Background: an optimization exercise with open tools, aiming at small area, a short achievable clock period and few clock cycles per item. Do not read the settings as production practice.
The RTL was checked by simulation tests, not by an equivalence proof against the original design.
Power figures rest on the tool's default switching activity, not on a simulated workload.

[design.v]
module qr_decomp #(parameter DATA_WIDTH=16, ADDR_WIDTH=4)(
input [DATA_WIDTH-1:0] A,
input clk,reset, start,
output a_ready,    
output q_valid,    
output done,       
output [DATA_WIDTH-1:0] q1out,
output [DATA_WIDTH-1:0] q2out,
output  [DATA_WIDTH-1:0] q3out
    );
  reg [22:1] ph;
  reg        ar, qv, dn, o_q, o_c;
  wire       run   = |ph;
  wire       take0 = ~run & ~dn & start;
  wire [22:1] phn  = {ph[21:1], take0};    
  assign a_ready = take0 | ar;
  assign q_valid = qv;
  assign done    = dn;
  reg s_sqx, s_sqa, s_sqb, s_a2, s_b2, s_sa0, s_sa1, s_sa2, s_sb0, s_sb1, s_sb2;
  reg s_x0, s_x1, s_x2, s_sacc, s_sen;
  reg b_x0, b_x1, b_x2, b_nx0, b_nx1, b_nx2, b_s, b_nacc;
  reg b_rc, b_dot, b_q0, b_q1, b_q2, b_neg;
  reg c_a;                  
  reg d_a0, d_a1, d_a2, d_b0, d_b1, d_b2, d_e, d_m0, d_m1, d_m2, d_acc;
  always @(posedge clk) begin
    if (reset) begin
      ph <= 22'd0; ar <= 1'b0; qv <= 1'b0; dn <= 1'b0; o_q <= 1'b0; o_c <= 1'b0;
      {s_sqx, s_sqa, s_sqb, s_a2, s_b2, s_sa0, s_sa1, s_sa2, s_sb0, s_sb1, s_sb2} <= 11'd0;
      {s_x0, s_x1, s_x2, s_sacc, s_sen} <= 5'd0;
      {b_x0, b_x1, b_x2, b_nx0, b_nx1, b_nx2, b_s, b_nacc} <= 8'd0;
      {b_rc, b_dot, b_q0, b_q1, b_q2, b_neg} <= 6'd0;
      {d_a0, d_a1, d_a2, d_b0, d_b1, d_b2, d_e, d_m0, d_m1, d_m2, d_acc} <= 11'd0;
      c_a <= 1'b0;
    end else begin
      ph <= phn;
      if (take0) ar <= 1'b1;
      if (ph[8]) ar <= 1'b0;
      qv  <= phn[9] | phn[15] | phn[22];
      o_q <= phn[15];
      o_c <= phn[22];
      if (phn[22]) dn <= 1'b1;
      s_sqx <= phn[1] | phn[2] | phn[3];
      s_sqa <= phn[10] | phn[11] | phn[12];
      s_sqb <= phn[19] | phn[20] | phn[21];
      s_a2  <= phn[4] | phn[5] | phn[6];
      s_b2  <= phn[7] | phn[8] | phn[9];
      s_sa0 <= phn[10]; s_sa1 <= phn[11]; s_sa2 <= phn[12];
      s_sb0 <= phn[19]; s_sb1 <= phn[20]; s_sb2 <= phn[21];
      s_x0  <= phn[4] | phn[7];
      s_x1  <= phn[5] | phn[8];
      s_x2  <= phn[6] | phn[9];
      s_sacc <= ~(phn[1] | phn[4] | phn[7] | phn[10] | phn[19]);
      s_sen <= phn[1] | phn[2] | phn[3] | phn[4] | phn[5] | phn[6] | phn[7] | phn[8] | phn[9] |
               phn[10] | phn[11] | phn[12] | phn[19] | phn[20] | phn[21];
      b_x0  <= phn[5] | phn[15];
      b_x1  <= phn[6] | phn[16];
      b_x2  <= phn[8] | phn[17];
      b_nx0 <= phn[9] | phn[12];
      b_nx1 <= phn[10] | phn[13];
      b_nx2 <= phn[11] | phn[14];
      b_s   <= phn[7];
      b_nacc <= phn[18] | phn[19] | phn[20];
      b_rc  <= phn[5] | phn[6] | phn[7] | phn[8] | phn[12] | phn[13] | phn[14];
      b_dot <= phn[9] | phn[10] | phn[11];
      b_q0  <= phn[15] | phn[18];
      b_q1  <= phn[16] | phn[19];
      b_q2  <= phn[17] | phn[20];
      b_neg <= phn[9] | phn[10] | phn[11] | phn[12] | phn[13] | phn[14] | phn[18] | phn[19] | phn[20];
      c_a  <= phn[14];
      d_a0 <= phn[9];  d_a1 <= phn[10]; d_a2 <= phn[11];
      d_b0 <= phn[12]; d_b1 <= phn[13]; d_b2 <= phn[14];
      d_e  <= phn[9] | phn[10] | phn[11] | phn[12] | phn[13] | phn[14];
      d_m0 <= phn[18]; d_m1 <= phn[19]; d_m2 <= phn[20];
      d_acc <= phn[16] | phn[17];
    end
  end
  reg [15:0] X0, X1, X2;         
  reg [7:0]  A0, A1, A2;         
  reg [7:0]  B0, B1, B2;         
  reg [15:0] Q0, Q1, Q2;         
  reg [15:0] S;                  
  reg [15:0] RC;                 
  reg [15:0] DOT;                
  reg [23:0] ACC;                
  wire [15:0] cq0, cq1, cq2;
  assign q1out = o_q ? Q0 : o_c ? cq0 : X0;
  assign q2out = o_q ? Q1 : o_c ? cq1 : X1;
  assign q3out = o_q ? Q2 : o_c ? cq2 : X2;
  function [3:0] band(input [15:0] s);
    if      (s >= 16'd211) band = 4'd14;
    else if (s >= 16'd157) band = 4'd13;
    else if (s >= 16'd133) band = 4'd12;
    else if (s >= 16'd111) band = 4'd11;
    else if (s >= 16'd91)  band = 4'd10;
    else if (s >= 16'd73)  band = 4'd9;
    else if (s >= 16'd57)  band = 4'd8;
    else if (s >= 16'd43)  band = 4'd7;
    else if (s >= 16'd31)  band = 4'd6;
    else if (s >= 16'd21)  band = 4'd5;
    else if (s >= 16'd13)  band = 4'd4;
    else if (s >= 16'd7)   band = 4'd3;
    else if (s >= 16'd3)   band = 4'd2;
    else if (s != 16'd0)   band = 4'd1;
    else                   band = 4'd0;
  endfunction
  function [15:0] rcval(input [3:0] b);
    case (b)
      4'd1: rcval = 16'd256;  4'd2: rcval = 16'd128;  4'd3: rcval = 16'd84;
      4'd4: rcval = 16'd64;   4'd5: rcval = 16'd50;   4'd6: rcval = 16'd42;
      4'd7: rcval = 16'd36;   4'd8: rcval = 16'd32;   4'd9: rcval = 16'd28;
      4'd10: rcval = 16'd24;  4'd11: rcval = 16'd22;  4'd12: rcval = 16'd20;
      4'd13: rcval = 16'd18;  4'd14: rcval = 16'd16;
      default: rcval = 16'h7ffe;
    endcase
  endfunction
  function [15:0] cu8(input [7:0] v, input [3:0] b);
    reg [15:0] t1, t2, t3;
    begin
      t1 = 16'd0; t2 = 16'd0; t3 = 16'd0;
      case (b)
        4'd1: t1 = {v, 8'd0};                                               
        4'd2: t1 = {1'b0, v, 7'd0};                                         
        4'd3: begin t1 = {2'd0, v, 6'd0}; t2 = {4'd0, v, 4'd0}; t3 = {6'd0, v, 2'd0}; end  
        4'd4: t1 = {2'd0, v, 6'd0};                                         
        4'd5: begin t1 = {3'd0, v, 5'd0}; t2 = {4'd0, v, 4'd0}; t3 = {7'd0, v, 1'd0}; end  
        4'd6: begin t1 = {3'd0, v, 5'd0}; t2 = {5'd0, v, 3'd0}; t3 = {7'd0, v, 1'd0}; end  
        4'd7: begin t1 = {3'd0, v, 5'd0}; t2 = {6'd0, v, 2'd0}; end        
        4'd8: t1 = {3'd0, v, 5'd0};                                         
        4'd9: begin t1 = {4'd0, v, 4'd0}; t2 = {5'd0, v, 3'd0}; t3 = {6'd0, v, 2'd0}; end  
        4'd10: begin t1 = {4'd0, v, 4'd0}; t2 = {5'd0, v, 3'd0}; end       
        4'd11: begin t1 = {4'd0, v, 4'd0}; t2 = {6'd0, v, 2'd0}; t3 = {7'd0, v, 1'd0}; end  
        4'd12: begin t1 = {4'd0, v, 4'd0}; t2 = {6'd0, v, 2'd0}; end       
        4'd13: begin t1 = {4'd0, v, 4'd0}; t2 = {7'd0, v, 1'd0}; end       
        4'd14: t1 = {4'd0, v, 4'd0};                                        
        default: ;
      endcase
      cu8 = t1 + t2 + t3;
    end
  endfunction
  wire [3:0] sband = band(S);
  reg  [3:0] bandr;             
  wire [7:0] sa = ({8{s_sqx}} & X2[7:0]) | ({8{s_a2}} & A2) | ({8{s_b2}} & B2) |
                  ({8{s_sa0}} & A0) | ({8{s_sa1}} & A1) | ({8{s_sa2}} & A2) |
                  ({8{s_sb0}} & B0) | ({8{s_sb1}} & B1) | ({8{s_sb2}} & B2);
  wire [15:0] sb = ({16{s_sqx}} & {X2[14:8], 1'b0, X2[7:0]}) |
                   ({16{s_x0}} & X0) | ({16{s_x1}} & X1) | ({16{s_x2}} & X2) |
                   ({16{s_sqa | s_sqb}} & {8'd0, sa});
  wire [15:0] snext = sa * sb + ({16{s_sacc}} & S);
  wire [15:0] ba = ({16{b_x0}} & X0) | ({16{b_x1}} & X1) | ({16{b_x2}} & X2) |
                   ({16{b_nx0}} & ~X0) | ({16{b_nx1}} & ~X1) | ({16{b_nx2}} & ~X2) |
                   ({16{b_s}} & S) | ({16{b_nacc}} & ~ACC[23:8]);
  wire [15:0] bb = ({16{b_rc}} & RC) | ({16{b_dot}} & DOT) |
                   ({16{b_q0}} & Q0) | ({16{b_q1}} & Q1) | ({16{b_q2}} & Q2);
  wire [7:0]  av = ({8{d_a0}} & A0) | ({8{d_a1}} & A1) | ({8{d_a2}} & A2) |
                   ({8{d_b0}} & B0) | ({8{d_b1}} & B1) | ({8{d_b2}} & B2);
  wire [23:0] badd = ({24{d_e}} & {av, 16'h00ff}) |
                     ({24{d_m0}} & {X0, 8'hff}) | ({24{d_m1}} & {X1, 8'hff}) |
                     ({24{d_m2}} & {X2, 8'hff}) | ({24{d_acc}} & ACC);
  wire [7:0]  bbn  = ~bb[7:0] + 8'd1;
  wire [23:0] bcor = {24{b_neg}} & {bbn, bb};
  wire [23:0] br   = badd + bcor + ba * bb;
  wire [7:0] cv0 = c_a ? A0 : B0;
  wire [7:0] cv1 = c_a ? A1 : B1;
  wire [7:0] cv2 = c_a ? A2 : B2;
  assign cq0 = cu8(cv0, bandr);
  assign cq1 = cu8(cv1, bandr);
  assign cq2 = cu8(cv2, bandr);
  always @(posedge clk) begin
    if (a_ready) begin
      if (take0 | ph[1] | ph[2]) begin X2 <= A; X1 <= X2; X0 <= X1; end
      else if (ph[3] | ph[4] | ph[5]) begin A2 <= A[7:0]; A1 <= A2; A0 <= A1; end
      else begin B2 <= A[7:0]; B1 <= B2; B0 <= B1; end
    end
    if (s_sen) S <= snext;
    if (ph[13]) bandr <= sband;
    if (ph[21]) bandr <= band(snext);
    if (ph[4])  RC <= rcval(sband);
    if (ph[10]) RC <= S;
    if (ph[5])  X0 <= br[15:0];
    if (ph[6])  X1 <= br[15:0];
    if (ph[7])  DOT <= br[15:0];
    if (ph[8])  X2 <= br[15:0];
    if (ph[9])  A0 <= br[23:16];
    if (ph[10]) A1 <= br[23:16];
    if (ph[11]) A2 <= br[23:16];
    if (ph[12]) X0 <= br[23:8];
    if (ph[13]) X1 <= br[23:8];
    if (ph[14]) X2 <= br[23:8];
    if (ph[15] | ph[16] | ph[17]) ACC <= br;
    if (ph[18]) B0 <= br[23:16];
    if (ph[19]) B1 <= br[23:16];
    if (ph[20]) B2 <= br[23:16];
    if (ph[14]) begin Q0 <= cq0; Q1 <= cq1; Q2 <= cq2; end
  end
endmodule
[run.sh]
#!/bin/bash
# synth_recipe.tcl (not shown) runs the flow's synth.tcl, then flattens the netlist and writes it again
# the make line also repeats each setting of config.mk as NAME=value (left out here)
make -C /OpenROAD-flow-scripts/flow DESIGN_CONFIG=/design/flow/config.mk WORK_HOME=/design/flow/orfs CLKGATE_MAP_FILE= SYNTH_SCRIPT=/design/flow/synth_recipe.tcl finish
[config.mk]
export PLATFORM = sky130hd
export DESIGN_NAME = qr_decomp
export DESIGN_NICKNAME = qr_decomp
export VERILOG_FILES = /design/flow/design.v
export SDC_FILE = /design/flow/constraint.sdc
export NUM_CORES = 4
export LEC_CHECK = 0
export CAP_MARGIN = 20
export CORE_MARGIN = 2
export CORE_UTILIZATION = 40
export SETUP_SLACK_MARGIN = 5
export SLEW_MARGIN = 20
[constraint.sdc]
create_clock -name core_clock -period 13.0 [get_ports {clk}]
set_input_delay 2.6000 -clock core_clock [delete_from_list [all_inputs] [get_ports {clk}]]
set_output_delay 2.6000 -clock core_clock [all_outputs]
set_load 0.01 [all_outputs]
==> results of run 1 <==
[synth_stat cells (all sizes together) (11+ instances only)]
cell type	instances	area, µm²
a222oi	53	531
and3	14	87.6
edfxtp	217	6520
mux2	69	781
xor2	23	201
and2	37	231
a21oi	121	606
o221ai	11	96.3
o22ai	39	244
nor2	223	837
dfxtp	50	1000
mux2i	128	1280
or3	17	106
xnor2	74	656
clkbuf	161	606
a31oi	11	68.8
inv	442	1660
nor3	30	150
o21ai	134	671
nand3	43	225
nand2b	34	213
buf	14	65.1
nand2	383	1440
a22oi	114	856
nand4	18	113
nor2b	44	275
a21o	27	203
a221oi	26	251
ha	155	1940
a211oi	14	115
or2	23	144
o21bai	16	120
nor3b	13	97.6
o21a	13	97.6
nor4	12	75.1
fa	306	6130
[final cells by class]
cell class | count | area share (%)
sequential | 267 | 22.3
antenna | 3 | 0.0223
clock buffer | 46 | 2.79
multi-input combinational | 2328 | 60.4
timing repair buffer | 212 | 5.71
clock inverter | 12 | 0.263
tap | 959 | 3.56
inverter | 443 | 4.93
[power groups by stage]
stage               logic [mW]  clock network, mW  registers [mW]
floorplan                0.276                  0            1.01
global placement         0.429                  0            1.07
detailed placement       0.428                  0            1.07
CTS                      0.438              0.890            1.05
global route             0.490              0.912            1.05
finish                   0.454              0.891            1.05
[layer usage]
metal	up-vias	GRT usage [%]	share of wire, %
met5	-	0	0.029
met2	1695	43.7	42
met1	12700	42.2	41
met4	6	12.5	5.1
met3	298	6.24	11
li1	11200	-	-
[per-stage QoR]
step           power (mW)  utilization, %  setup WS [ps]  cell area (µm²)
2_1_floorplan        1.28               -           5120            29700
3_3_place_gp         1.49            42.9           3970            31400
3_5_place_dp         1.49            42.9           4020            31400
4_1_cts              2.38            45.3           5000            33200
5_1_grt              2.45            46.1           4930            33700
6_report             2.40            46.1           5090            33700
[worst max-delay path: cells and delay by family, from the launching register on]
family | cells | cell delay (ps)
compound gates | 6 | 1280
buf+inv | 3 | 1020
mux | 1 | 830
fa+ha+maj | 2 | 710
simple gates | 2 | 440
flops | 1 | 410
[worst paths after layout]
path / cells after the start / startpoint / to
min: 1 / ph[1] / ph[2]
max: 14 / ph[14] / q2out[13]
min reg2reg: 1 / ph[1] / ph[2]
max reg2reg: 23 / b_rc / A2[6]
[repair_timing]
item | 4_1_cts | 5_1_grt
endpoints found under the setup margin | 59 | 71
resized for setup | 77 | 66
pin swaps | 15 | 22
gates cloned | 2 | 1
buffers inserted | 55 | 27
endpoints found under the hold margin | 0 | 0
[registers in the layout, summed over array words and instances (netlist names), 16 cells and up]
register  flops
S            16
ph           22
RC           16
X0           16
X1           16
DOT          16
X2           16
ACC          24
[cell families (layout without fill, tap and decap cells)]
group	after synthesis	in the layout	share of synthesized area [%]
buf+inv	618	713	7.87
flops	267	267	25.3
other cells	0	3	0
compound gates	637	638	14.7
fa+ha+maj	461	461	27.2
mux	197	197	6.95
xor+xnor	103	103	3.35
simple gates	928	929	14.6
==> impl_metrics.py, run 1 <==
metrics = {
    "power_and_ir_drop": {
        "p_switching_uw": 759,
        "internal-power_mw": 1.64,
        "swShare_pct": 31.6,
        "cellLeakagePower_nw": 14.3,
        "ir_drop_mv": 0.0985,
        "seq_power_share_pct": 43.9,
        "p_clk_share_pct": 37.1,
        "p_per_area_mw_per_mm2": 71.1,
        "p_comb_share_pct": 18.9,
    },
    "drt": {
        "drc": 0,
        "routed_wl_mm": 115,
        "via_count": 26000,
        "ant_nets": 0,
        "routedWlPerCell_um": 27.0,
        "firstDrtPassIters": 10,
        "first_iter_violations": 3595,
        "routed_via_density": 6.08,
    },
    "critical_path": {
        "worstPathRequired_ps": 10400,
        "worst-endpoint-arrival_ps": 5310,
        "critical_path.cell_chain": "bufbuf_16 > mux2i_1 > o22ai_1 > a221oi_1 > fa_1 > inv_1 > ha_1 > a2111oi_2 > o41ai_1 > and2_4 > o22ai_2 > nor3b_1 > a211o_1 > clkdlybuf4s50_1",
        "endpoint_kind": "output port",
        "crit_fanout": 24,
        "cp_slowest_stage_delay_ps": 830,
        "cpMaxStageDelayCell": "mux2i_1",
        "start_kind": "register",
        "r2r_slack_ps": 5210,
        "crit_type": "register to output port",
    },
    "grt": {
        "grt_max_degree": 99,
        "grt_pass1_wl_mm": 169,
        "grt_overflow_total": 0,
        "grt_usage_pct": 29.6,
        "antenna_found_initial": 7,
        "grt_pass1_vias": 24900,
    },
    "final_layout": {
        "regArea_mm2": 0.00754,
        "fillers": 7049,
        "multi_input_area_mm2": 0.0204,
        "areaGrowthSynthToFinish_pct": 13.7,
        "mostFrequentLayoutCell": "inv_1",
        "nNetsFinal": 3763,
        "final_cell_mix": "inv_1, nand2_1, fa_1, nor2_1, edfxtp_1",
        "drive_gt1_share_pct": 12.2,
        "stdcell_count": 4270,
    },
    "timing": {
        "fin_crit_ps": 7910,
        "rsz0062_at_grt": "true",
        "hold_violations": 0,
        "hold_ws_ps": 488,
        "setup_viol": 0,
        "tns_ps": 0,
        "slew_violations": 0,
        "fin_worst_skew_ps": 36.9,
        "relSlewSlack_pct": 20.4,
        "max_freq_mhz": 126,
        "fin_crit_sh_pct": 60.8,
        "tightest_slew_ps": 1190,
    },
    "flow_run": {
        "drv_cap": 0,
    },
    "synthesis": {
        "synthArstFlopShare_pct": 0,
        "post_synth.cell_area_avg_um2": 9.24,
        "synth_fp_nets": 3691,
        "synth_edf_count": 217,
        "postSynthCellCount": 3211,
        "syn-cell-area_mm2": 0.0297,
        "ys_warn_count": 1,
        "ys_types": 80,
        "synth_flop_cell": "edfxtp_1",
        "seq_area_frac_synth_pct": 25.3,
        "ys_ff_latch": 267,
    },
    "clocking": {
        "cts_tree": "done",
        "cts.clk_slew.worst_paths_ps": 60,
        "insertion_delay_ps": 620,
        "cts-root-buf": "clkbuf_16",
        "cts_buffer_depth": 3,
        "htreeDepth": 1,
        "cts_buffers": 31,
        "clkSinkCount": 267,
        "ctsHoldBuffers": 0,
    },
    "placed_design": {
        "dp_cells": 4124,
        "gp_congestion": 1.01,
        "port_buffers": 69,
        "dp_hpwl_mm": 86.1,
    },
    "die": {
        "dieArea_mm2": 0.0763,
        "start_util_pct": 40.5,
        "die_w_um": 276,
        "num_rows": 99,
        "coreArea_mm2": 0.0732,
        "die_h_um": 276,
        "num_io_pins": 70,
    },
    "worst_hold_path": {
        "min_path_type": "register to register",
    },
    "status": {
        "outcome": "complete, no violations",
    },
}
Testbench counts, summed over its fixed seeds: cycles 1,920, matrices 80.
==> inputs of run 2 (changes only) <==
--- a/design.v
+++ b/design.v
@@ -8,11 +8,11 @@
 output [DATA_WIDTH-1:0] q2out,
 output  [DATA_WIDTH-1:0] q3out
     );
-  reg [22:1] ph;
+  reg [21:1] ph;
   reg        ar, qv, dn, o_q, o_c;
   wire       run   = |ph;
   wire       take0 = ~run & ~dn & start;
-  wire [22:1] phn  = {ph[21:1], take0};    
+  wire [21:1] phn  = {ph[20:1], take0};    
   assign a_ready = take0 | ar;
   assign q_valid = qv;
   assign done    = dn;
@@ -24,7 +24,7 @@
   reg d_a0, d_a1, d_a2, d_b0, d_b1, d_b2, d_e, d_m0, d_m1, d_m2, d_acc;
   always @(posedge clk) begin
     if (reset) begin
-      ph <= 22'd0; ar <= 1'b0; qv <= 1'b0; dn <= 1'b0; o_q <= 1'b0; o_c <= 1'b0;
+      ph <= 21'd0; ar <= 1'b0; qv <= 1'b0; dn <= 1'b0; o_q <= 1'b0; o_c <= 1'b0;
       {s_sqx, s_sqa, s_sqb, s_a2, s_b2, s_sa0, s_sa1, s_sa2, s_sb0, s_sb1, s_sb2} <= 11'd0;
       {s_x0, s_x1, s_x2, s_sacc, s_sen} <= 5'd0;
       {b_x0, b_x1, b_x2, b_nx0, b_nx1, b_nx2, b_s, b_nacc} <= 8'd0;
@@ -35,43 +35,42 @@
       ph <= phn;
       if (take0) ar <= 1'b1;
       if (ph[8]) ar <= 1'b0;
-      qv  <= phn[9] | phn[15] | phn[22];
-      o_q <= phn[15];
-      o_c <= phn[22];
-      if (phn[22]) dn <= 1'b1;
+      qv  <= phn[7] | phn[14] | phn[21];
+      o_q <= phn[14];
+      o_c <= phn[21];
+      if (phn[21]) dn <= 1'b1;
       s_sqx <= phn[1] | phn[2] | phn[3];
-      s_sqa <= phn[10] | phn[11] | phn[12];
-      s_sqb <= phn[19] | phn[20] | phn[21];
       s_a2  <= phn[4] | phn[5] | phn[6];
       s_b2  <= phn[7] | phn[8] | phn[9];
-      s_sa0 <= phn[10]; s_sa1 <= phn[11]; s_sa2 <= phn[12];
-      s_sb0 <= phn[19]; s_sb1 <= phn[20]; s_sb2 <= phn[21];
       s_x0  <= phn[4] | phn[7];
       s_x1  <= phn[5] | phn[8];
       s_x2  <= phn[6] | phn[9];
-      s_sacc <= ~(phn[1] | phn[4] | phn[7] | phn[10] | phn[19]);
-      s_sen <= phn[1] | phn[2] | phn[3] | phn[4] | phn[5] | phn[6] | phn[7] | phn[8] | phn[9] |
-               phn[10] | phn[11] | phn[12] | phn[19] | phn[20] | phn[21];
-      b_x0  <= phn[5] | phn[15];
-      b_x1  <= phn[6] | phn[16];
-      b_x2  <= phn[8] | phn[17];
-      b_nx0 <= phn[9] | phn[12];
-      b_nx1 <= phn[10] | phn[13];
-      b_nx2 <= phn[11] | phn[14];
+      s_sqa <= phn[10] | phn[11] | phn[12];
+      s_sa0 <= phn[10]; s_sa1 <= phn[11]; s_sa2 <= phn[12];
+      s_sqb <= phn[18] | phn[19] | phn[20];
+      s_sb0 <= phn[18]; s_sb1 <= phn[19]; s_sb2 <= phn[20];
+      s_sacc <= ~(phn[1] | phn[4] | phn[7] | phn[10] | phn[18]);
+      s_sen <= (|phn[12:1]) | phn[18] | phn[19] | phn[20];
+      b_x0  <= phn[4] | phn[14];
+      b_x1  <= phn[5] | phn[15];
+      b_x2  <= phn[6] | phn[16];
+      b_nx0 <= phn[8] | phn[11];
+      b_nx1 <= phn[9] | phn[12];
+      b_nx2 <= phn[10] | phn[13];
       b_s   <= phn[7];
-      b_nacc <= phn[18] | phn[19] | phn[20];
-      b_rc  <= phn[5] | phn[6] | phn[7] | phn[8] | phn[12] | phn[13] | phn[14];
-      b_dot <= phn[9] | phn[10] | phn[11];
-      b_q0  <= phn[15] | phn[18];
-      b_q1  <= phn[16] | phn[19];
-      b_q2  <= phn[17] | phn[20];
-      b_neg <= phn[9] | phn[10] | phn[11] | phn[12] | phn[13] | phn[14] | phn[18] | phn[19] | phn[20];
-      c_a  <= phn[14];
-      d_a0 <= phn[9];  d_a1 <= phn[10]; d_a2 <= phn[11];
-      d_b0 <= phn[12]; d_b1 <= phn[13]; d_b2 <= phn[14];
-      d_e  <= phn[9] | phn[10] | phn[11] | phn[12] | phn[13] | phn[14];
-      d_m0 <= phn[18]; d_m1 <= phn[19]; d_m2 <= phn[20];
-      d_acc <= phn[16] | phn[17];
+      b_nacc <= phn[17] | phn[18] | phn[19];
+      b_rc  <= phn[4] | phn[5] | phn[6] | phn[7] | phn[11] | phn[12] | phn[13];
+      b_dot <= phn[8] | phn[9] | phn[10];
+      b_q0  <= phn[14] | phn[17];
+      b_q1  <= phn[15] | phn[18];
+      b_q2  <= phn[16] | phn[19];
+      b_neg <= (|phn[13:8]) | phn[17] | phn[18] | phn[19];
+      d_a0 <= phn[8];  d_a1 <= phn[9];  d_a2 <= phn[10];
+      d_b0 <= phn[11]; d_b1 <= phn[12]; d_b2 <= phn[13];
+      d_e  <= |phn[13:8];
+      d_m0 <= phn[17]; d_m1 <= phn[18]; d_m2 <= phn[19];
+      d_acc <= phn[15] | phn[16];
+      c_a  <= phn[13];
     end
   end
   reg [15:0] X0, X1, X2;         
@@ -137,7 +136,6 @@
       cu8 = t1 + t2 + t3;
     end
   endfunction
-  wire [3:0] sband = band(S);
   reg  [3:0] bandr;             
   wire [7:0] sa = ({8{s_sqx}} & X2[7:0]) | ({8{s_a2}} & A2) | ({8{s_b2}} & B2) |
                   ({8{s_sa0}} & A0) | ({8{s_sa1}} & A1) | ({8{s_sa2}} & A2) |
@@ -172,24 +170,23 @@
       else begin B2 <= A[7:0]; B1 <= B2; B0 <= B1; end
     end
     if (s_sen) S <= snext;
-    if (ph[13]) bandr <= sband;
-    if (ph[21]) bandr <= band(snext);
-    if (ph[4])  RC <= rcval(sband);
+    if (ph[3])  RC <= rcval(band(snext));
     if (ph[10]) RC <= S;
-    if (ph[5])  X0 <= br[15:0];
-    if (ph[6])  X1 <= br[15:0];
+    if (ph[12] | ph[20]) bandr <= band(snext);
+    if (ph[4])  X0 <= br[15:0];
+    if (ph[5])  X1 <= br[15:0];
+    if (ph[6])  X2 <= br[15:0];
     if (ph[7])  DOT <= br[15:0];
-    if (ph[8])  X2 <= br[15:0];
-    if (ph[9])  A0 <= br[23:16];
-    if (ph[10]) A1 <= br[23:16];
-    if (ph[11]) A2 <= br[23:16];
-    if (ph[12]) X0 <= br[23:8];
-    if (ph[13]) X1 <= br[23:8];
-    if (ph[14]) X2 <= br[23:8];
-    if (ph[15] | ph[16] | ph[17]) ACC <= br;
-    if (ph[18]) B0 <= br[23:16];
-    if (ph[19]) B1 <= br[23:16];
-    if (ph[20]) B2 <= br[23:16];
-    if (ph[14]) begin Q0 <= cq0; Q1 <= cq1; Q2 <= cq2; end
+    if (ph[8])  A0 <= br[23:16];
+    if (ph[9])  A1 <= br[23:16];
+    if (ph[10]) A2 <= br[23:16];
+    if (ph[11]) X0 <= br[23:8];
+    if (ph[12]) X1 <= br[23:8];
+    if (ph[13]) X2 <= br[23:8];
+    if (ph[14] | ph[15] | ph[16]) ACC <= br;
+    if (ph[17]) B0 <= br[23:16];
+    if (ph[18]) B1 <= br[23:16];
+    if (ph[19]) B2 <= br[23:16];
+    if (ph[13]) begin Q0 <= cq0; Q1 <= cq1; Q2 <= cq2; end
   end
 endmodule
==> impl_metrics.py, run 2 <==
metrics = {
    "critical_path": {
        "start_kind": "register",
        "worst_path_most_repeated_cell": "buf_4",
        "r2r_cells": 41,
        "r2r_slack_ps": 4790,
        "cpMaxStageDelayCell": "fa_1",
        "crit_fanout": 5,
        "crit_type": "register to register",
        "r2r_end": "S[13]",
        "r2r-start": "X2[3]",
        "endpoint_kind": "register",
        "worst-endpoint-arrival_ps": 8560,
        "cp_slowest_stage_delay_ps": 530,
        "worstPathRequired_ps": 13350,
    },
    "synthesis": {
        "synth_flop_cell": "edfxtp_1",
        "synth_edf_count": 217,
        "ys_warn_count": 1,
        "post_synth.cell_area_avg_um2": 9.26,
        "syn-cell-area_mm2": 0.0294,
        "postSynthCellCount": 3181,
        "synth_fp_nets": 3661,
        "synth_common_cells": "inv_1, nand2_1, fa_1, nor2_1, edfxtp_1",
        "ys_ff_latch": 266,
        "synthArstFlopShare_pct": 0,
        "seq_area_frac_synth_pct": 25.5,
        "synth_most_common_cell": "inv_1",
        "ys_types": 82,
        "yosysTopAreaCell": "edfxtp_1",
        "netlist.area_leader.share_pct": 22.1,
        "synth_area_leaders": "edfxtp_1, fa_1, ha_1",
    },
    "clocking": {
        "cts_buffer_depth": 3,
        "clkSinkCount": 266,
        "cts.clk_slew.worst_paths_ps": 60,
        "cts_tree": "done",
        "ctsHoldBuffers": 0,
        "htreeDepth": 1,
        "cts_buffers": 29,
        "cts-root-buf": "clkbuf_16",
        "insertion_delay_ps": 600,
    },
    "timing": {
        "slew_violations": 0,
        "worst_slack_ps": 4790,
        "setup_viol": 0,
        "tightest_slew_ps": 1150,
        "fin_crit_ps": 8210,
        "hold_violations": 0,
        "max_freq_mhz": 122,
        "fin_crit_sh_pct": 63.1,
        "fin_worst_skew_ps": 14.6,
        "relSlewSlack_pct": 22.8,
        "rsz0062_at_grt": "true",
        "tns_ps": 0,
        "hold_ws_ps": 480,
    },
    "drt": {
        "ant_nets": 0,
        "first_iter_violations": 4278,
        "routed_via_density": 6.12,
        "routedWlPerCell_um": 27.4,
        "routed_wl_mm": 118,
        "via_count": 26300,
        "drc": 0,
        "firstDrtPassIters": 11,
    },
    "final_layout": {
        "largest_register": "ACC",
        "areaGrowthSynthToFinish_pct": 16.8,
        "reg_top3": "ACC (24), ph (21)",
        "mostFrequentLayoutCell": "inv_1",
        "largest_reg_flops": 24,
        "drive_gt1_share_pct": 15.7,
        "post-route-util_pct": 47.2,
        "final_cell_mix": "inv_1, nand2_1, fa_1, nor2_1, edfxtp_1",
        "nNetsFinal": 3782,
    },
    "die": {
        "start_util_pct": 40.4,
        "num_io_pins": 70,
        "die_h_um": 275,
        "num_rows": 99,
        "die_w_um": 275,
        "coreArea_mm2": 0.0730,
        "dieArea_mm2": 0.0758,
    },
    "grt": {
        "grt_pass1_wl_mm": 170,
        "antenna_found_initial": 9,
        "grt_overflow_total": 0,
        "grt_usage_pct": 30.6,
        "grt_max_degree": 93,
        "grt_pass1_vias": 25000,
    },
    "worst_hold_path": {
        "min_path_type": "register to register",
        "worstHoldStart": "ph[2]",
        "hold_end": "ph[3]",
        "hold_depth": 1,
    },
    "power_and_ir_drop": {
        "ir_drop_mv": 0.0980,
        "power_mw": 2.60,
        "cellLeakagePower_nw": 14.4,
        "p_per_area_mw_per_mm2": 75.6,
    },
    "placed_design": {
        "post-place-ws_ps": 3470,
        "port_buffers": 69,
        "dp_hpwl_mm": 87.0,
        "gp_congestion": 1.03,
    },
    "status": {
        "outcome": "complete, no violations",
    },
    "flow_run": {
        "drv_cap": 0,
    },
}
==> run 2: report_power, final <==
| group | switching [mW] | internal (mW) | leakage [nW] |
|---|---|---|---|
| combinational | 0.377 | 0.277 | 11.5 |
| sequential | 0.108 | 0.969 | 2.41 |
| clock | 0.381 | 0.489 | 0.482 |
==> run 2: layer usage <==
metal / track usage, % / vias to the layer above / routed length [µm]
met1: 41.7 / 12900 / 46000
met5: 0 / - / 56
met2: 45.2 / 1749 / 50500
met3: 7.03 / 389 / 13600
met4: 16.0 / 10 / 7520
li1: - / 11200 / -
==> run 2: final cells by class <==
class	count	area, µm²
Fill cell	6880	38600
Inverter	444	1670
Tap cell	959	1200
Antenna cell	6	15.0
Clock buffer	39	825
Timing Repair Buffer	263	2360
Multi-Input combinational cell	2298	20700
Sequential cell	266	7530
Clock inverter	15	150
==> run 2: cells by family (layout without fill, tap and decap cells) <==
family / after synthesis / count (layout) / share of synthesized area [%]
fa+ha+maj: 461 / 461 / 27.4
mux: 212 / 212 / 7.52
flops: 266 / 266 / 25.5
xor+xnor: 101 / 101 / 3.15
compound gates: 609 / 609 / 14.4
other cells: 0 / 6 / 0
simple gates: 915 / 915 / 14.2
buf+inv: 617 / 761 / 7.91
==> run 2: timing repair <==
item                       4_1_cts  5_1_grt
gates cloned                     2        1
hold endpoints to repair         0        0
buffers inserted               101       41
gates resized for setup        114      171
setup endpoints to repair      105       91
pin swaps                       39       68
==> run 2: per-stage QoR <==
step                      std cells  cell area (µm²)
after global placement         4085            31100
after floorplan                3181            29500
after CTS                      4242            33400
final                          4290            34400
after global routing           4284            34400
after detailed placement       4085            31100
==> run 2: how the worst max path moves through the flow <==
stage | from | endpoint | slack [ps] | depth (start not counted)
CTS | bandr[2] | q2out[11] | 4790 | 19
detailed placement | ph[18] | RC[3] | 3470 | 28
global placement | ph[18] | RC[3] | 3640 | 28
floorplan | s_sqx | RC[1] | 5010 | 30
global route | ph[18] | S[13] | 4670 | 44
finish | X2[3] | S[13] | 4790 | 41
==> run 2: worst max-delay path, delay by kind of cell (launching register included) <==
family	cells	cell delay (ps)
AO/OA/AOI/OAI	5	1410
buffers and inverters	29	3590
flip-flops	1	510
XOR/XNOR	1	170
AND/OR/NAND/NOR	1	50
adder cells (fa/ha/maj)	5	2230
Testbench counts of run 2, summed over its fixed seeds: cycles 1,840, matrices 80.
==> inputs of run 3 (changes only) <==
--- a/design.v
+++ b/design.v
@@ -19,7 +19,7 @@
   reg s_sqx, s_sqa, s_sqb, s_a2, s_b2, s_sa0, s_sa1, s_sa2, s_sb0, s_sb1, s_sb2;
   reg s_x0, s_x1, s_x2, s_sacc, s_sen;
   reg b_x0, b_x1, b_x2, b_nx0, b_nx1, b_nx2, b_s, b_nacc;
-  reg b_rc, b_dot, b_q0, b_q1, b_q2, b_neg;
+  reg b_rc, b_q0, b_q1, b_q2, b_neg;
   reg c_a;                  
   reg d_a0, d_a1, d_a2, d_b0, d_b1, d_b2, d_e, d_m0, d_m1, d_m2, d_acc;
   always @(posedge clk) begin
@@ -28,7 +28,7 @@
       {s_sqx, s_sqa, s_sqb, s_a2, s_b2, s_sa0, s_sa1, s_sa2, s_sb0, s_sb1, s_sb2} <= 11'd0;
       {s_x0, s_x1, s_x2, s_sacc, s_sen} <= 5'd0;
       {b_x0, b_x1, b_x2, b_nx0, b_nx1, b_nx2, b_s, b_nacc} <= 8'd0;
-      {b_rc, b_dot, b_q0, b_q1, b_q2, b_neg} <= 6'd0;
+      {b_rc, b_q0, b_q1, b_q2, b_neg} <= 5'd0;
       {d_a0, d_a1, d_a2, d_b0, d_b1, d_b2, d_e, d_m0, d_m1, d_m2, d_acc} <= 11'd0;
       c_a <= 1'b0;
     end else begin
@@ -59,8 +59,7 @@
       b_nx2 <= phn[10] | phn[13];
       b_s   <= phn[7];
       b_nacc <= phn[17] | phn[18] | phn[19];
-      b_rc  <= phn[4] | phn[5] | phn[6] | phn[7] | phn[11] | phn[12] | phn[13];
-      b_dot <= phn[8] | phn[9] | phn[10];
+      b_rc  <= (|phn[13:4]);
       b_q0  <= phn[14] | phn[17];
       b_q1  <= phn[15] | phn[18];
       b_q2  <= phn[16] | phn[19];
@@ -79,7 +78,6 @@
   reg [15:0] Q0, Q1, Q2;         
   reg [15:0] S;                  
   reg [15:0] RC;                 
-  reg [15:0] DOT;                
   reg [23:0] ACC;                
   wire [15:0] cq0, cq1, cq2;
   assign q1out = o_q ? Q0 : o_c ? cq0 : X0;
@@ -147,7 +145,7 @@
   wire [15:0] ba = ({16{b_x0}} & X0) | ({16{b_x1}} & X1) | ({16{b_x2}} & X2) |
                    ({16{b_nx0}} & ~X0) | ({16{b_nx1}} & ~X1) | ({16{b_nx2}} & ~X2) |
                    ({16{b_s}} & S) | ({16{b_nacc}} & ~ACC[23:8]);
-  wire [15:0] bb = ({16{b_rc}} & RC) | ({16{b_dot}} & DOT) |
+  wire [15:0] bb = ({16{b_rc}} & RC) |
                    ({16{b_q0}} & Q0) | ({16{b_q1}} & Q1) | ({16{b_q2}} & Q2);
   wire [7:0]  av = ({8{d_a0}} & A0) | ({8{d_a1}} & A1) | ({8{d_a2}} & A2) |
                    ({8{d_b0}} & B0) | ({8{d_b1}} & B1) | ({8{d_b2}} & B2);
@@ -176,7 +174,7 @@
     if (ph[4])  X0 <= br[15:0];
     if (ph[5])  X1 <= br[15:0];
     if (ph[6])  X2 <= br[15:0];
-    if (ph[7])  DOT <= br[15:0];
+    if (ph[7])  RC <= br[15:0];
     if (ph[8])  A0 <= br[23:16];
     if (ph[9])  A1 <= br[23:16];
     if (ph[10]) A2 <= br[23:16];
--- a/config.mk
+++ b/config.mk
@@ -7,6 +7,7 @@
 export LEC_CHECK = 0
 export CAP_MARGIN = 20
 export CORE_MARGIN = 2
-export CORE_UTILIZATION = 40
+export CORE_UTILIZATION = 60
+export CTS_BUF_LIST = sky130_fd_sc_hd__clkbuf_8 sky130_fd_sc_hd__clkbuf_4
 export SETUP_SLACK_MARGIN = 5
 export SLEW_MARGIN = 20
==> impl_metrics.py, run 3 <==
metrics = {
    "drt": {
        "routedWlPerCell_um": 28.5,
        "via_count": 26200,
        "drc": 0,
        "firstDrtPassIters": 10,
        "routed_wl_mm": 111,
        "ant_nets": 0,
        "first_iter_violations": 4109,
        "routed_via_density": 6.76,
    },
    "clocking": {
        "insertion_delay_ps": 640,
        "cts.clk_slew.worst_paths_ps": 60,
        "cts_tree": "done",
        "htreeDepth": 2,
        "cts_buffer_depth": 3,
        "ctsHoldBuffers": 0,
        "cts-root-buf": "clkbuf_8",
        "clkSinkCount": 249,
        "cts_buffers": 44,
    },
    "final_layout": {
        "nNetsFinal": 3700,
        "finalInstanceArea_mm2": 0.0326,
        "areaGrowthSynthToFinish_pct": 13.0,
        "fillers": 3838,
        "largest_reg_flops": 24,
        "reg_top3": "ACC (24), ph (21)",
        "mostFrequentLayoutCell": "inv_1",
        "largest_register": "ACC",
        "drive_gt1_share_pct": 14.2,
        "final_cell_mix": "inv_1, nand2_1, fa_1, nor2_1, edfxtp_1",
    },
    "worst_hold_path": {
        "min_path_type": "register to register",
        "worstHoldStart": "ph[2]",
    },
    "grt": {
        "grt_usage_pct": 44.5,
        "grt_pass1_wl_mm": 163,
        "grt_overflow_total": 0,
        "grt_pass1_vias": 25500,
        "grt_max_degree": 96,
        "antenna_found_initial": 10,
    },
    "timing": {
        "fin_worst_skew_ps": 56.6,
        "relSlewSlack_pct": 20.2,
        "hold_violations": 0,
        "worst_slack_ps": 5050,
        "fin_crit_sh_pct": 61.1,
        "tightest_slew_ps": 1190,
        "max_freq_mhz": 126,
        "tns_ps": 0,
        "fin_crit_ps": 7950,
        "slew_violations": 0,
        "rsz0062_at_grt": "true",
        "setup_viol": 0,
    },
    "synthesis": {
        "synth_fp_nets": 3597,
        "syn-cell-area_mm2": 0.0288,
        "synth_common_cells": "inv_1, nand2_1, fa_1, nor2_1, edfxtp_1",
        "netlist.area_leader.share_pct": 21.3,
        "synth_area_leaders": "fa_1, edfxtp_1, ha_1",
        "post_synth.cell_area_avg_um2": 9.24,
        "ys_types": 84,
        "postSynthCellCount": 3117,
        "seq_area_frac_synth_pct": 24.3,
        "synthArstFlopShare_pct": 0,
        "synth_most_common_cell": "inv_1",
        "synth_edf_count": 201,
        "ys_warn_count": 1,
        "yosysTopAreaCell": "fa_1",
        "synth_flop_cell": "edfxtp_1",
        "ys_ff_latch": 249,
    },
    "placed_design": {
        "port_buffers": 69,
        "gp_congestion": 1.08,
        "post-place-ws_ps": 3900,
        "dp_hpwl_mm": 84.3,
        "placed_cell_area_mm2": 0.0300,
    },
    "power_and_ir_drop": {
        "swShare_pct": 33.9,
        "seq_power_share_pct": 42.3,
        "cellLeakagePower_nw": 13.9,
        "internal-power_mw": 1.57,
        "p_clk_share_pct": 33.8,
        "ir_drop_mv": 0.119,
        "power_mw": 2.38,
        "p_per_area_mw_per_mm2": 73.0,
        "p_switching_uw": 806,
        "p_comb_share_pct": 24.0,
    },
    "critical_path": {
        "cp_slowest_stage_delay_ps": 520,
        "worst-endpoint-arrival_ps": 5350,
        "start_kind": "register",
        "r2r_slack_ps": 5070,
        "worst_path_most_repeated_cell": "buf_4",
        "cpMaxStageDelayCell": "fa_1",
        "crit_type": "register to output port",
        "critical_path.cell_chain": "buf_6 > buf_12 > or2_4 > mux2i_4 > nand2_2 > o21ai_4 > buf_6 > buf_4 > buf_4 > a221oi_1 > fa_1 > inv_1 > ha_4 > inv_1 > o21bai_1 > a21o_1 > a21oi_2 > o21ai_2 > o41ai_2 > buf_4 > o311ai_2 > o31ai_2 > a221o_1 > dlygate4sd2_1",
        "crit_fanout": 7,
        "endpoint_kind": "output port",
        "startpoint": "bandr[1]",
        "r2r-start": "ph[7]",
        "worstPathRequired_ps": 10400,
    },
    "die": {
        "coreArea_mm2": 0.0475,
        "num_io_pins": 70,
        "num_rows": 80,
        "die_h_um": 223,
        "dieArea_mm2": 0.0498,
        "die_w_um": 223,
        "start_util_pct": 60.6,
    },
    "flow_run": {
        "drv_cap": 0,
    },
    "status": {
        "outcome": "complete, no violations",
    },
}
## run 3: cell count changes after synthesis, sizes merged, moves of 10 or more
cell    change
o21ai      -11
and3       +10
nor2       -25
o22ai      +18
edfxtp     -16
a22oi      +14
a222oi     -23
## run 3: cell type report
type,instances,area [µm²],share of cell area [%]
Antenna cell,3,7.51,0.0231
Clock buffer,60,732,2.25
Clock inverter,22,214,0.657
Inverter,437,1640,5.04
Multi-Input combinational cell,2271,20200,62.2
Sequential cell,249,7020,21.6
Tap cell,615,769,2.36
Timing Repair Buffer,217,1940,5.95
## run 3: path summary, 6_finish.rpt
| path | to | cells past startpoint |
|---|---|---|
| setup / recovery | q3out[15] | 24 |
| hold / removal | ph[3] | 1 |
| setup reg to reg | A0[2] | 21 |
| hold reg to reg | ph[3] | 1 |
## run 3: routing by layer
| layer | GRT usage (%) | up-vias | wire length, µm |
|---|---|---|---|
| li1 | - | 10900 | - |
| met1 | 59.6 | 12800 | 41700 |
| met2 | 63.9 | 2033 | 45300 |
| met3 | 16.2 | 462 | 16400 |
| met4 | 22.1 | 8 | 7190 |
| met5 | 0 | - | 56 |
## run 3: worst max-delay path, delay by kind of cell, from the launching register on
family                     cells  cell delay, ps
AOI/OAI and AO/OA             10            1700
adders and majority gates      2             810
buffers and inverters          9            1240
DFF                            1             390
muxes                          1             180
and+or+nand+nor                2             380
## run 3: stage by stage
step	util [%]	std cells	hold WS [ps]
5_1_grt	68.5	3871	507
6_report	68.5	3874	480
3_5_place_dp	63.2	3687	475
2_1_floorplan	-	3117	450
4_1_cts	66.9	3819	483
3_3_place_gp	63.1	3686	472
## run 3: logic make-up after synthesis
family	share of synthesized area (%)
adder cells (fa/ha/maj)	28.0
AND/OR/NAND/NOR	13.9
multiplexers	7.62
flip-flops	24.3
XOR/XNOR	3.19
buffers and inverters	7.95
AO/OA/AOI/OAI	15.0
## run 3: what timing repair did
| item | CTS | global route |
|---|---|---|
| pin swaps | 26 | 43 |
| setup buffers | 48 | 52 |
| gates resized for setup | 120 | 81 |
| endpoints found under the setup margin | 100 | 81 |
| cloned | 2 | 0 |
## run 3: power by group through the flow
stage / clock (mW) / sequential [mW] / combinational, mW
floorplan: 0 / 0.955 / 0.340
global placement: 0 / 1.02 / 0.487
detailed placement: 0 / 1.02 / 0.497
CTS: 0.798 / 1.00 / 0.519
global route: 0.826 / 0.998 / 0.610
finish: 0.803 / 1.00 / 0.570
Testbench counts of run 3, summed over its fixed seeds: cycles 1,840, matrices 80.
==> inputs of run 4 (changes only) <==
--- a/config.mk
+++ b/config.mk
@@ -5,9 +5,9 @@
 export SDC_FILE = /design/flow/constraint.sdc
 export NUM_CORES = 4
 export LEC_CHECK = 0
-export CAP_MARGIN = 20
+export CAP_MARGIN = 40
 export CORE_MARGIN = 2
 export CORE_UTILIZATION = 60
 export CTS_BUF_LIST = sky130_fd_sc_hd__clkbuf_8 sky130_fd_sc_hd__clkbuf_4
 export SETUP_SLACK_MARGIN = 5
-export SLEW_MARGIN = 20
+export SLEW_MARGIN = 40
==> impl_metrics.py, run 4 <==
metrics = {
    "status": {
        "outcome": "complete, no violations",
    },
    "final_layout": {
        "regArea_mm2": 0.00703,
        "largest_register": "ACC",
        "reg_top3": "ACC (24), ph (21)",
        "largest_reg_flops": 24,
        "areaGrowthSynthToFinish_pct": 13.4,
        "final_cell_mix": "inv_1, nand2_1, fa_1, nor2_1, edfxtp_1",
        "fillers": 3745,
        "drive_gt1_share_pct": 14.2,
        "nNetsFinal": 3691,
        "mostFrequentLayoutCell": "inv_1",
        "multi_input_area_mm2": 0.0203,
        "post-route-util_pct": 68.7,
    },
    "timing": {
        "setup_viol": 0,
        "slew_violations": 0,
        "relSlewSlack_pct": 33.2,
        "rsz0062_at_grt": "true",
        "fin_worst_skew_ps": 50.3,
        "tns_ps": 0,
        "hold_violations": 0,
        "fin_crit_ps": 8010,
        "tightest_slew_ps": 974,
        "fin_crit_sh_pct": 61.6,
        "worst_slack_ps": 4990,
        "max_freq_mhz": 125,
    },
    "die": {
        "dieArea_mm2": 0.0498,
        "die_h_um": 223,
        "start_util_pct": 60.6,
        "num_io_pins": 70,
        "num_rows": 80,
        "die_w_um": 223,
        "coreArea_mm2": 0.0475,
    },
    "critical_path": {
        "crit_fanout": 9,
        "r2r-start": "X2[11]",
        "crit_family": "compound AO/OA/AOI/OAI gates",
        "critical_path.cell_chain": "buf_4 > mux2i_1 > o22a_1 > o21ai_0 > ha_1 > ha_1 > a21o_1 > a21oi_2 > o21bai_1 > a21oi_2 > o21bai_1 > a21oi_2 > nor2b_1 > o31a_1 > o311ai_2 > a221o_1 > clkdlybuf4s50_1",
        "cpMaxStageDelayCell": "mux2i_1",
        "crit_type": "register to output port",
        "worstPathRequired_ps": 10400,
        "worst_path_most_repeated_cell": "a21oi_2",
        "startpoint": "ph[13]",
        "cp_slowest_stage_delay_ps": 580,
        "endpoint_kind": "output port",
        "start_kind": "register",
        "worstPathBufferInverterCount": 2,
        "worst-endpoint-arrival_ps": 5410,
    },
    "synthesis": {
        "synth_edf_count": 201,
        "synth_most_common_cell": "inv_1",
        "synth_fp_nets": 3597,
        "synth_area_leaders": "fa_1, edfxtp_1, ha_1",
        "syn-cell-area_mm2": 0.0288,
        "ys_types": 84,
        "post_synth.cell_area_avg_um2": 9.24,
        "postSynthCellCount": 3117,
        "seq_area_frac_synth_pct": 24.3,
        "synth_common_cells": "inv_1, nand2_1, fa_1, nor2_1, edfxtp_1",
        "netlist.area_leader.share_pct": 21.3,
        "synthArstFlopShare_pct": 0,
        "synth_flop_cell": "edfxtp_1",
        "ys_ff_latch": 249,
        "ys_warn_count": 1,
        "yosysTopAreaCell": "fa_1",
    },
    "grt": {
        "grt-busiest-layer": "met2",
        "grt_pass1_vias": 25600,
        "antenna_found_initial": 5,
        "use_met1_pct": 59.8,
        "grt_overflow_total": 0,
        "grt_usage_pct": 44.4,
        "grt_pass1_wl_mm": 163,
        "grt_max_degree": 96,
        "use_met3_pct": 15.7,
        "use_met2_pct": 63.2,
    },
    "clocking": {
        "htreeDepth": 2,
        "clkSinkCount": 249,
        "insertion_delay_ps": 640,
        "cts.clk_slew.worst_paths_ps": 60,
        "cts-root-buf": "clkbuf_8",
        "cts_buffers": 45,
        "cts_tree": "done",
        "cts_buffer_depth": 3,
        "ctsHoldBuffers": 0,
    },
    "placed_design": {
        "gp_congestion": 1.08,
        "post-place-ws_ps": 3910,
        "port_buffers": 69,
        "dp_hpwl_mm": 84.3,
    },
    "flow_run": {
        "drv_cap": 0,
    },
    "power_and_ir_drop": {
        "p_per_area_mw_per_mm2": 74.6,
        "cellLeakagePower_nw": 13.9,
        "ir_drop_mv": 0.0961,
    },
    "drt": {
        "routed_via_density": 6.79,
        "routed_wl_mm": 111,
        "ant_nets": 0,
        "drc": 0,
        "first_iter_violations": 4381,
        "firstDrtPassIters": 15,
        "via_count": 26200,
        "routedWlPerCell_um": 28.6,
    },
    "worst_hold_path": {
        "worstHoldStart": "ph[1]",
        "min_path_type": "register to register",
    },
}
==> run 4: cell counts after synthesis <==
Identical to the previous run, type by type.
==> run 4: final timing paths <==
path | endpoint | slack (ps) | depth (start not counted)
hold / removal | ph[2] | 490 | 1
hold reg to reg | ph[2] | 490 | 1
setup reg to reg | X1[15] | 5170 | 23
setup / recovery | q1out[15] | 4990 | 17
==> run 4: layout make-up <==
| type | instances | area share [%] |
|---|---|---|
| Inverter | 437 | 5.02 |
| Clock inverter | 18 | 0.651 |
| Timing Repair Buffer | 206 | 5.86 |
| Clock buffer | 65 | 2.53 |
| Tap cell | 615 | 2.36 |
| Sequential cell | 249 | 21.5 |
| Antenna cell | 2 | 0.0153 |
| Multi-Input combinational cell | 2272 | 62.1 |
==> run 4: logic make-up (layout without fill, tap and decap cells) <==
kind of cell    after synthesis  in the layout  share of synthesized area [%]
flops                       249            249                           24.3
mux                         210            210                           7.62
other cells                   0              2                              0
simple gates                873            874                           13.9
buf+inv                     597            726                           7.95
compound gates              627            627                           15.0
xor+xnor                     99             99                           3.19
fa+ha+maj                   462            462                           28.0
==> run 4: layer usage <==
layer,wire [µm],part of all wire [%],vias to the layer above
li1,-,-,10900
met1,41500,38,12800
met2,44800,41,2048
met3,16700,15,463
met4,7560,6.8,6
met5,37,0.033,-
==> run 4: worst register-to-register path, delay by kind of cell (launching register included) <==
family | cells | cell delay [ps]
adders and majority gates | 7 | 3440
and+or+nand+nor | 5 | 1410
AOI/OAI and AO/OA | 6 | 1380
DFF | 1 | 850
muxes | 1 | 260
buffers and inverters | 4 | 210
==> run 4: report_power, final <==
part	internal [mW]	total [mW]	switching, mW
Combinational	0.225	0.575	0.350
Clock	0.494	0.861	0.368
Sequential	0.913	1.00	0.0886
==> run 4: repair_timing <==
item	in CTS	in global routing
buffers inserted	52	37
pin swaps	19	28
resized for setup	106	81
cloned	1	1
endpoints found under the setup margin	86	63
==> run 4: per-stage QoR <==
stage	power (mW)	hold WS [ps]	std cells	area (µm²)
floorplan	1.29	450	3117	28800
global placement	1.50	472	3686	30000
detailed placement	1.52	475	3687	30100
CTS	2.37	484	3823	32000
global route	2.49	501	3862	32700
finish	2.44	486	3864	32700
==> inputs of run 5 (changes only) <==
--- a/design.v
+++ b/design.v
@@ -17,7 +17,7 @@
   assign q_valid = qv;
   assign done    = dn;
   reg s_sqx, s_sqa, s_sqb, s_a2, s_b2, s_sa0, s_sa1, s_sa2, s_sb0, s_sb1, s_sb2;
-  reg s_x0, s_x1, s_x2, s_sacc, s_sen;
+  reg s_x0, s_x1, s_x2, s_sacc;
   reg b_x0, b_x1, b_x2, b_nx0, b_nx1, b_nx2, b_s, b_nacc;
   reg b_rc, b_q0, b_q1, b_q2, b_neg;
   reg c_a;                  
@@ -26,7 +26,7 @@
     if (reset) begin
       ph <= 21'd0; ar <= 1'b0; qv <= 1'b0; dn <= 1'b0; o_q <= 1'b0; o_c <= 1'b0;
       {s_sqx, s_sqa, s_sqb, s_a2, s_b2, s_sa0, s_sa1, s_sa2, s_sb0, s_sb1, s_sb2} <= 11'd0;
-      {s_x0, s_x1, s_x2, s_sacc, s_sen} <= 5'd0;
+      {s_x0, s_x1, s_x2, s_sacc} <= 4'd0;
       {b_x0, b_x1, b_x2, b_nx0, b_nx1, b_nx2, b_s, b_nacc} <= 8'd0;
       {b_rc, b_q0, b_q1, b_q2, b_neg} <= 5'd0;
       {d_a0, d_a1, d_a2, d_b0, d_b1, d_b2, d_e, d_m0, d_m1, d_m2, d_acc} <= 11'd0;
@@ -50,7 +50,6 @@
       s_sqb <= phn[18] | phn[19] | phn[20];
       s_sb0 <= phn[18]; s_sb1 <= phn[19]; s_sb2 <= phn[20];
       s_sacc <= ~(phn[1] | phn[4] | phn[7] | phn[10] | phn[18]);
-      s_sen <= (|phn[12:1]) | phn[18] | phn[19] | phn[20];
       b_x0  <= phn[4] | phn[14];
       b_x1  <= phn[5] | phn[15];
       b_x2  <= phn[6] | phn[16];
@@ -167,7 +166,7 @@
       else if (ph[3] | ph[4] | ph[5]) begin A2 <= A[7:0]; A1 <= A2; A0 <= A1; end
       else begin B2 <= A[7:0]; B1 <= B2; B0 <= B1; end
     end
-    if (s_sen) S <= snext;
+    S <= snext;                
     if (ph[3])  RC <= rcval(band(snext));
     if (ph[10]) RC <= S;
     if (ph[12] | ph[20]) bandr <= band(snext);
--- a/config.mk
+++ b/config.mk
@@ -7,7 +7,8 @@
 export LEC_CHECK = 0
 export CAP_MARGIN = 40
 export CORE_MARGIN = 2
-export CORE_UTILIZATION = 60
+export CORE_UTILIZATION = 65
 export CTS_BUF_LIST = sky130_fd_sc_hd__clkbuf_8 sky130_fd_sc_hd__clkbuf_4
+export PLACE_DENSITY = 0.85
 export SETUP_SLACK_MARGIN = 5
 export SLEW_MARGIN = 40
==> impl_metrics.py, run 5 <==
metrics = {
    "status": {
        "outcome": "complete, no violations",
    },
    "synthesis": {
        "synth_area_leaders": "fa_1, edfxtp_1, ha_1",
        "post_synth.cell_area_avg_um2": 9.18,
        "ys_ff_latch": 248,
        "synth_common_cells": "inv_1, nand2_1, fa_1, nor2_1, edfxtp_1",
        "synthArstFlopShare_pct": 0,
        "yosysTopAreaCell": "fa_1",
        "synth_fp_nets": 3593,
        "syn-cell-area_mm2": 0.0286,
        "seq_area_frac_synth_pct": 23.8,
        "postSynthCellCount": 3113,
        "synth_most_common_cell": "inv_1",
        "synth_flop_cell": "edfxtp_1",
        "synth_edf_count": 185,
        "ys_types": 79,
        "netlist.area_leader.share_pct": 21.4,
        "ys_warn_count": 1,
    },
    "timing": {
        "tns_ps": 0,
        "relSlewSlack_pct": 39.1,
        "fin_worst_skew_ps": 48.9,
        "rsz0062_at_grt": "true",
        "setup_viol": 0,
        "hold_violations": 0,
        "fin_crit_ps": 8080,
        "slew_violations": 0,
        "fin_crit_sh_pct": 62.2,
        "tightest_slew_ps": 888,
        "max_freq_mhz": 124,
    },
    "power_and_ir_drop": {
        "p_per_area_mw_per_mm2": 75.2,
        "ir_drop_mv": 0.141,
        "cellLeakagePower_nw": 13.9,
    },
    "die": {
        "num_rows": 76,
        "die_h_um": 214,
        "coreArea_mm2": 0.0433,
        "start_util_pct": 66.1,
        "die_w_um": 214,
        "num_io_pins": 70,
        "dieArea_mm2": 0.0457,
    },
    "clocking": {
        "insertion_delay_ps": 650,
        "cts_tree": "done",
        "clkSinkCount": 248,
        "ctsHoldBuffers": 0,
        "cts_buffer_depth": 3,
        "cts-root-buf": "clkbuf_8",
        "htreeDepth": 2,
        "cts.clk_slew.worst_paths_ps": 60,
        "cts_buffers": 44,
    },
    "grt": {
        "grt_overflow_total": 0,
        "grt_pass1_vias": 26300,
        "grt_max_degree": 92,
        "grt_usage_pct": 49.6,
        "antenna_found_initial": 6,
        "grt_pass1_wl_mm": 164,
    },
    "critical_path": {
        "crit_fanout": 15,
        "r2r_end": "B0[6]",
        "endpoint_kind": "output port",
        "crit_type": "register to output port",
        "r2r_slack_ps": 5080,
        "r2r-start": "X2[13]",
        "start_kind": "register",
        "r2r_cells": 20,
        "worstPathRequired_ps": 10400,
        "startpoint": "bandr[3]",
        "worst-endpoint-arrival_ps": 5480,
    },
    "placed_design": {
        "dp_hpwl_mm": 83.2,
        "gp_congestion": 1.08,
        "port_buffers": 69,
    },
    "drt": {
        "via_count": 26800,
        "routed_via_density": 6.99,
        "routedWlPerCell_um": 29.6,
        "drc": 0,
        "first_iter_violations": 4835,
        "routed_wl_mm": 113,
        "ant_nets": 0,
        "firstDrtPassIters": 14,
    },
    "final_layout": {
        "reg_top3": "ACC (24), ph (21)",
        "nNetsFinal": 3690,
        "fillers": 2962,
        "drive_gt1_share_pct": 14.5,
        "areaGrowthSynthToFinish_pct": 13.0,
        "largest_reg_flops": 24,
        "largest_register": "ACC",
        "final_cell_mix": "inv_1, nand2_1, fa_1, nor2_1, edfxtp_1",
        "post-route-util_pct": 74.7,
        "mostFrequentLayoutCell": "inv_1",
    },
    "flow_run": {
        "drv_cap": 0,
    },
    "worst_hold_path": {
        "hold_depth": 1,
        "min_path_type": "register to register",
        "hold_end": "ph[3]",
        "worstHoldStart": "ph[2]",
    },
}
==> run 5: cell types whose count changed in the layout (fill, tap and decap cells not counted), moves of 9 or more <==
cell | before | now
and3_1 | 16 | 7
buf_4 | 114 | 131
edfxtp_1 | 201 | 185
or3_1 | 11 | 22
nand2_1 | 370 | 354
nor2_1 | 208 | 195
a21o_1 | 22 | 35
dfxtp_1 | 30 | 46
==> run 5: area by class of cell <==
type / instances / area (µm²) / share of cell area (%)
Antenna cell: 1 / 2.50 / 0.00775
Clock buffer: 68 / 823 / 2.55
Clock inverter: 12 / 120 / 0.372
Inverter: 445 / 1680 / 5.19
Multi-Input combinational cell: 2252 / 20100 / 62.4
Sequential cell: 248 / 6840 / 21.2
Tap cell: 585 / 732 / 2.27
Timing Repair Buffer: 219 / 1960 / 6.08
==> run 5: what timing repair did <==
item,in CTS,in global routing
cloned,3,2
setup buffers,52,41
pin swaps,18,31
setup endpoints to repair,85,53
resized for setup,102,103
==> run 5: worst max path at each step <==
stage / to / slack [ps] / cells past startpoint
floorplan: q1out[15] / 5090 / 20
global placement: RC[3] / 3870 / 26
detailed placement: RC[3] / 3520 / 26
CTS: RC[3] / 4960 / 27
global route: q3out[13] / 4780 / 18
finish: q3out[13] / 4920 / 17
==> run 5: cells by family after synthesis <==
| family | share of synthesized area, % |
|---|---|
| adder cells (fa/ha/maj) | 28.2 |
| flip-flops | 23.8 |
| multiplexers | 7.87 |
| AND/OR/NAND/NOR | 13.8 |
| AO/OA/AOI/OAI | 14.8 |
| XOR/XNOR | 3.31 |
| buffers and inverters | 8.17 |
==> run 5: worst max-delay path, stage by stage, from the launching register on <==
cell	delay, ps
edfxtp_1	530
buf_4	260
xor2_1	240
and3b_4	390
a22oi_1	160
fa_1	500
inv_1	40
ha_1	330
a21oi_2	180
o21bai_1	100
a21oi_2	210
o21bai_2	100
a211oi_2	290
o21ai_0	130
o211ai_1	240
xor2_1	290
a221o_1	270
clkdlybuf4s50_1	560
==> run 5: metal layers <==
layer  up-vias  global-route usage [%]  share of wire, %
met5         -                   0.323             0.047
met4         8                    29.3               7.9
met3       687                    22.3                18
met2      2537                    69.7                40
met1     12700                    63.0                34
li1      10900                       -                 -
==> run 5: power by group <==
part	internal (mW)	switching, mW
Clock	0.430	0.368
Sequential	0.905	0.109
Combinational	0.251	0.367
Total	1.58	0.844
==> run 5: per-stage QoR <==
step	worst slack [ps]	std cells	cell area (µm²)	hold WS [ps]	total power, mW
after CTS	4960	3784	31600	501	2.35
final	4920	3830	32300	513	2.43
after detailed placement	3520	3649	29800	486	1.55
after global routing	4780	3829	32300	518	2.49
after floorplan	5090	3113	28600	449	1.32
after global placement	3870	3647	29700	484	1.53
Testbench counts of run 5, summed over its fixed seeds: cycles 1,840, matrices 80.

## separate check: timing with driven ports
In the flow no input, the clock included, has a driving cell. The finished layouts below were timed again as built, in two steps. Step 1, drivers: a clkbuf_16 drives clk and a buf_2 each remaining input, both assumed. Step 2 times the ports against the registers' clock, not the clock port: input delays grow and output delays shrink by t, the midpoint of the rising clock arrivals with the driver on. Three values: ideal ports, drivers, drivers and shift; two values: the first two.
| run | t, ns | setup WS [ns] | cell pins on the clock port's net |
|---|---|---|---|
| run 1 | 0.663 | 5.095 / 5.030 / 5.208 | 1 |
| run 2 | 0.652 | 4.794 / 4.794 / 4.794 | 1 |
| run 3 | 0.671 | 5.053 / 4.998 / 5.069 | 1 |
| run 4 | 0.682 | 4.990 / 4.929 / 5.173 | 1 |
| run 5 | 0.682 | 4.915 / 4.857 / 5.079 | 1 |
After both steps setup and hold are still met in every run listed.
